This is an optimization exercise on Yosys and OpenROAD, whose aim is small area, a short achievable clock period and few clock cycles, not a production implementation.
Function was checked by simulation only, so behaviour that the tests miss may differ from the original.

`run.sh`:
```
#!/bin/bash
# synth_recipe.tcl (not shown) runs the flow's synth.tcl, then flattens the netlist and writes it again
# the make line also repeats each setting of config.mk as NAME=value (left out here)
make -C /OpenROAD-flow-scripts/flow DESIGN_CONFIG=/design/flow/config.mk WORK_HOME=/design/flow/orfs CLKGATE_MAP_FILE= SYNTH_SCRIPT=/design/flow/synth_recipe.tcl finish
```
`config.mk`:
```
export PLATFORM = sky130hd
export DESIGN_NAME = PSE
export DESIGN_NICKNAME = PSE
export VERILOG_FILES = /design/flow/design.v
export SDC_FILE = /design/flow/constraint.sdc
export NUM_CORES = 4
export LEC_CHECK = 0
export CAP_MARGIN = 20
export CORE_MARGIN = 2
export CORE_UTILIZATION = 40
export SLEW_MARGIN = 20
```
`constraint.sdc`:
```
create_clock -name core_clock -period 35.0 [get_ports {clk}]
set_input_delay 7.0000 -clock core_clock [delete_from_list [all_inputs] [get_ports {clk}]]
set_output_delay 7.0000 -clock core_clock [all_outputs]
set_load 0.01 [all_outputs]
```
`design.v`:
```
module PSE ( clk,reset,Xin,Yin,point_num,valid,Xout,Yout);
input clk;
input reset;
input [9:0] Xin;
input [9:0] Yin;
input [2:0] point_num;
output reg valid;
output reg [9:0] Xout;
output reg [9:0] Yout;
reg [1:0] cstate;  
reg [10:0] input_x [0:5];
reg [10:0] input_y [0:5];
reg [10:0] temp_inputx;  
reg [10:0] temp_inputy;
integer input_counter; 
integer output_counter;
reg [2:0] cal_counter;
reg [10:0] A_x;
reg [10:0] A_y;
reg [10:0] B_x;
reg [10:0] B_y;
integer i ;
reg  [21:0] temp1;  
reg  [21:0] temp2;
reg  [22:0] temp3;
parameter  s_read = 2'd0 , s_calculate = 2'd1 ,  s_done = 2'd2;
always@(posedge clk) begin
	if(reset) begin
		valid = 1'd0;
		Xout = 10'd0;
		Yout = 10'd0;
		temp_inputx = 11'd0;
		temp_inputy = 11'd0;
		temp1 = 22'd0;
		temp2 = 22'd0;
		temp3 = 23'd0;
		cstate = s_read;
		input_counter = 0;
		output_counter = 0;
		cal_counter = 3'd0;
		A_x = 11'd0;
		A_y = 11'd0;
		B_x = 11'd0;
		B_y = 11'd0;
		for(i=0;i<=5;i=i+1)begin
			input_x[i] = 11'd0;
			input_y[i] = 11'd0;
		end
	end		
	else begin
		case(cstate)	
			s_read:begin
				valid = 1'd0;
				Xout = 10'd0;
				Yout = 10'd0;
				cal_counter = point_num-3'd1;
				output_counter = 0;
				temp_inputx = 11'd0;
				temp_inputy = 11'd0;
				temp1 = 22'd0;
				temp2 = 22'd0;
				temp3 = 23'd0;
				A_x = 11'd0;
				A_y = 11'd0;
				B_x = 11'd0;
				B_y = 11'd0;
				input_x[input_counter] = {1'b0,Xin};
				input_y[input_counter] = {1'b0,Yin};
				if(input_counter < (point_num-1))begin
					input_counter = input_counter + 1;
					cstate = s_read;
				end
				else begin
					input_counter = 0;
					cstate = s_calculate;
				end
			end
			s_calculate:begin
				valid = 1'd0;
				Xout = 10'd0;
				Yout = 10'd0;
				output_counter = 0;
				if(cal_counter>=3'd2) begin
					for(i=1;i<=4;i=i+1) begin
						if(i<cal_counter) begin
							A_x = input_x[i] - input_x[0];
							A_y = input_y[i] - input_y[0];
							B_x = input_x[i+1] - input_x[0];
							B_y = input_y[i+1] - input_y[0];
							temp1 = {{11{A_x[10]}},A_x}*{{11{B_y[10]}},B_y};
							temp2 = {{11{A_y[10]}},A_y}*{{11{B_x[10]}},B_x};
							temp3 = {temp1[21],temp1} - {temp2[21],temp2};
							if(temp3[22] == 0)begin  
								temp_inputx = input_x[i];
								input_x[i] = input_x[i+1];
								input_x[i+1] = temp_inputx;
								temp_inputy = input_y[i];
								input_y[i] = input_y[i+1];
								input_y[i+1] = temp_inputy;
							end
						end
					end
					cal_counter = cal_counter-3'd1;
					cstate = s_calculate;
				end
				else begin
					cal_counter = point_num-3'd1;
					cstate = s_done;
				end
			end
			s_done:begin
				temp_inputx = 11'd0;
				temp_inputy = 11'd0;
				temp1 = 22'd0;
				temp2 = 22'd0;
				temp3 = 23'd0;
				cstate = s_read;
				input_counter = 0;
				cal_counter = 3'd0;
				A_x = 11'd0;
				A_y = 11'd0;
				B_x = 11'd0;
				B_y = 11'd0;
				Xout = input_x[output_counter][9:0];
				Yout = input_y[output_counter][9:0];
				if(output_counter==point_num)begin
					valid = 1'd0;
					output_counter = 0;
					cstate = s_read;
				end
				else begin
					valid = 1'd1;
					output_counter = output_counter + 1;
					cstate = s_done;
				end
			end
		endcase
	end
end
endmodule
```
==> results.toml <==
[floorplan]
fp-row-count = 138
io_pins = 46
fp.dieH_um = 380.5
die_x_um = 380.5
core_um2 = 141100
start_util = 0.4019
die-area_um2 = 144800

[detailed_routing]
drc = 0
vias = 46040
first_pass_iters = 7
avgRoutedWirePerCell_um = 21.49
viasPerCell = 5.390
ant_nets = 0
wl_mm = 183.6
drt_iter0_markers = 3875

[yosys]
synth_edf_count = 0
syn-instance-count = 6524
avgSynthCellArea_um2 = 8.690
ys_async_sr_fraction = 0
synth_seq_cells = 220
synth-seq-area-share = 0.07769
yosys_warnings = 3
synth_cell_types = 88
synth_ff_type = "dfxtp_1"
synth.net_count = 8185
syn_area_um2 = 56690

[clock_tree]
cts_tree = "yes"
path_clk_slew_ns = 0.06
h-tree-depth = 1
clk_latency_ns = 0.57
ctsHoldBuffers = 0
numCtsBuffers = 26
clockBufferDepth = 3
cts_sinks = 220
cts_root_buf = "clkbuf_16"

[cells_and_area]
synthToLayoutAreaGrowth_pct = 10.24
nNetsFinal = 8294
final_area_um2 = 62490
fillers = 13980
mostFrequentLayoutCells = "1316 x inv_1, 1100 x fa_1, 701 x nor2_1, 520 x nand2_1, 511 x ha_1"
drive_gt1_frac = 0.08405
final_common_cell = "inv_1"

[worst_setup_path]
path_common_cell = "fa_1"
cpPeakStageDelay_ns = 0.67
crit_start = "input_y[0][0]"
cp-end-kind = "flip-flop"
cp_top_family = "adder cells"
critPathKind = "flip-flop to flip-flop"
start_kind = "flip-flop"
path_buf_inv = 31
cp.arrival_ns = 34.36
r2r-end = "input_x[4][7]"
critical_path.slowest_cell = "fa_2"
r2r_slack_ns = 1.06
ff2ff_path_depth = 139
reg2reg_from = "input_y[0][0]"
crit_fanout = 10
required_ns = 35.42

[sta]
worstMarginPinSlew_ns = 1.283
fin_ws_ns = 1.060
hold_viol_final = 0
skew_ns = 0.04081
relSlewSlack = 0.1409
min_period_ns = 33.94
setup_viol = 0
post-route-period-util = 0.9697
max_clock_freq_ghz = 0.02946
report.final.slew_viol_count = 0

[grt]
antenna_found_initial = 6
grt-ovfl-total = 0
grt_pass1_wl_mm = 285.7
grt_pass1_vias = 48130
grt_use_total = 0.2541
grt_max_degree = 89

[placed_design]
dpl_cell_area_um2 = 60340
port_buffers = 45
gp_congestion = 1.069
dp_hpwl_mm = 151.9
dpl_worst_slack_ns = -1.631

[min_path]
min_to = "valid"
whs_path_depth = 2
min_path_type = "flip-flop to flip-flop"
min_from = "valid"

[run_status]
status = "no timing/DRC/antenna violations"

[job]
max_cap_violations = 0
-- metrics by stage --
stage / util / cells / setup TNS (ns) / hold slack, ns
floorplan: - / 6524 / 0 / 0.4462
global placement: 0.4276 / 8444 / -46.64 / 0.4564
detailed placement: 0.4277 / 8444 / -68.68 / 0.4615
CTS: 0.4355 / 8491 / 0 / 0.4714
global route: 0.4430 / 8541 / -2.585 / 0.4968
finish: 0.4430 / 8542 / 0 / 0.4702
-- cell usage after synthesis, drive strengths merged, types with 45 or more instances --
| master | number | area share |
|---|---|---|
| a21oi | 243 | 0.022 |
| xor2 | 64 | 0.010 |
| a22oi | 48 | 0.0064 |
| dfxtp | 220 | 0.078 |
| o21ai | 176 | 0.016 |
| nor3 | 78 | 0.0069 |
| nand2b | 94 | 0.010 |
| a21o | 101 | 0.013 |
| and3 | 48 | 0.0053 |
| or3 | 45 | 0.0050 |
| a31oi | 65 | 0.0074 |
| nand2 | 524 | 0.035 |
| ha | 520 | 0.11 |
| nor2b | 69 | 0.0076 |
| or2 | 61 | 0.0067 |
| nor2 | 714 | 0.047 |
| xnor2 | 169 | 0.026 |
| inv | 1334 | 0.088 |
| and2 | 73 | 0.0081 |
| a211oi | 53 | 0.0071 |
| nand3 | 74 | 0.0065 |
| clkbuf | 212 | 0.014 |
| fa | 1116 | 0.39 |
| a21boi | 45 | 0.0062 |
-- worst reg2reg max path: cells and delay by family, from the launching register on --
kind	cells	cell delay (ns)
xor gates and xnor gates	5	1.19
muxes	2	0.80
adders and majority gates	39	17.31
DFF	1	0.37
buffers and inverters	31	3.28
and+or+nand+nor	19	2.93
AOI/OAI and AO/OA	43	7.93
-- cell families after synthesis --
kind of cell               after synthesis  share of synthesized area
AOI/OAI and AO/OA                      903                     0.1044
xor gates and xnor gates               236                    0.03745
adders and majority gates             1636                     0.5089
buffers and inverters                 1572                     0.1051
DFF                                    220                    0.07769
muxes                                   55                    0.01201
and+or+nand+nor                       1902                     0.1545
-- layer usage --
layer,global-route usage,vias to the layer above,part of all wire
met5,0,-,0.00013
met4,0.1028,4,0.049
met3,0.03619,428,0.079
met2,0.4081,1869,0.46
met1,0.3449,23110,0.42
li1,-,20630,-
-- timing repair --
action                     in CTS  in global routing
resized for setup              40                179
pin swaps                       2                 53
cloned                          0                  5
setup endpoints to repair      44                 44
buffers inserted                1                 45
-- flip-flops by register name, summed over array words and instances (netlist names), 2 cells and up --
name	cells
output_counter	32
cal_counter	3
Yout	10
Xout	10
input_y	65
input_counter	32
input_x	65
cstate	2
-- how the worst max path moves through the flow --
stage,to,cells after the start
floorplan,input_x[5][9],137
global placement,input_x[5][4],130
detailed placement,input_x[5][2],133
CTS,input_x[5][2],132
global route,input_x[5][2],139
finish,input_x[4][7],139
-- layout make-up --
type / count / area (µm²) / area share
tap: 1890 / 2365 / 0.03784
inverter: 1337 / 5021 / 0.08035
sequential: 220 / 4405 / 0.07049
timing repair buffer: 314 / 2587 / 0.04140
clock inverter: 9 / 157.7 / 0.002523
antenna: 1 / 2.502 / 0.00004004
clock buffer: 37 / 763.2 / 0.01221
multi-input combinational: 4734 / 47190 / 0.7551
Testbench counts, summed over its fixed seeds: cycles 43,057.

## static timing again, ports no longer ideal
In the flow no input, the clock included, has a driving cell. The finished layout below was timed again as built, in two steps. Step 1, drivers: a clkbuf_16 drives clk and a buf_2 each remaining input, both assumed. Step 2, shift: input delay + t, output delay - t, t = (earliest + latest rising clock arrival at the registers) / 2. This alone moves slack from input paths to output paths. Three values: ideal, step 1, step 2; two values: the first two.
shift t [ns]: 0.605
setup slack, ns: 1.060 / 1.060 / 1.060
clock arrival spread, ns: 0.041 / 0.041
After both steps this run still meets setup and hold. For this run, drivers alone change the setup slack by 0.000 ns; drivers and shift together by 0.000 ns.
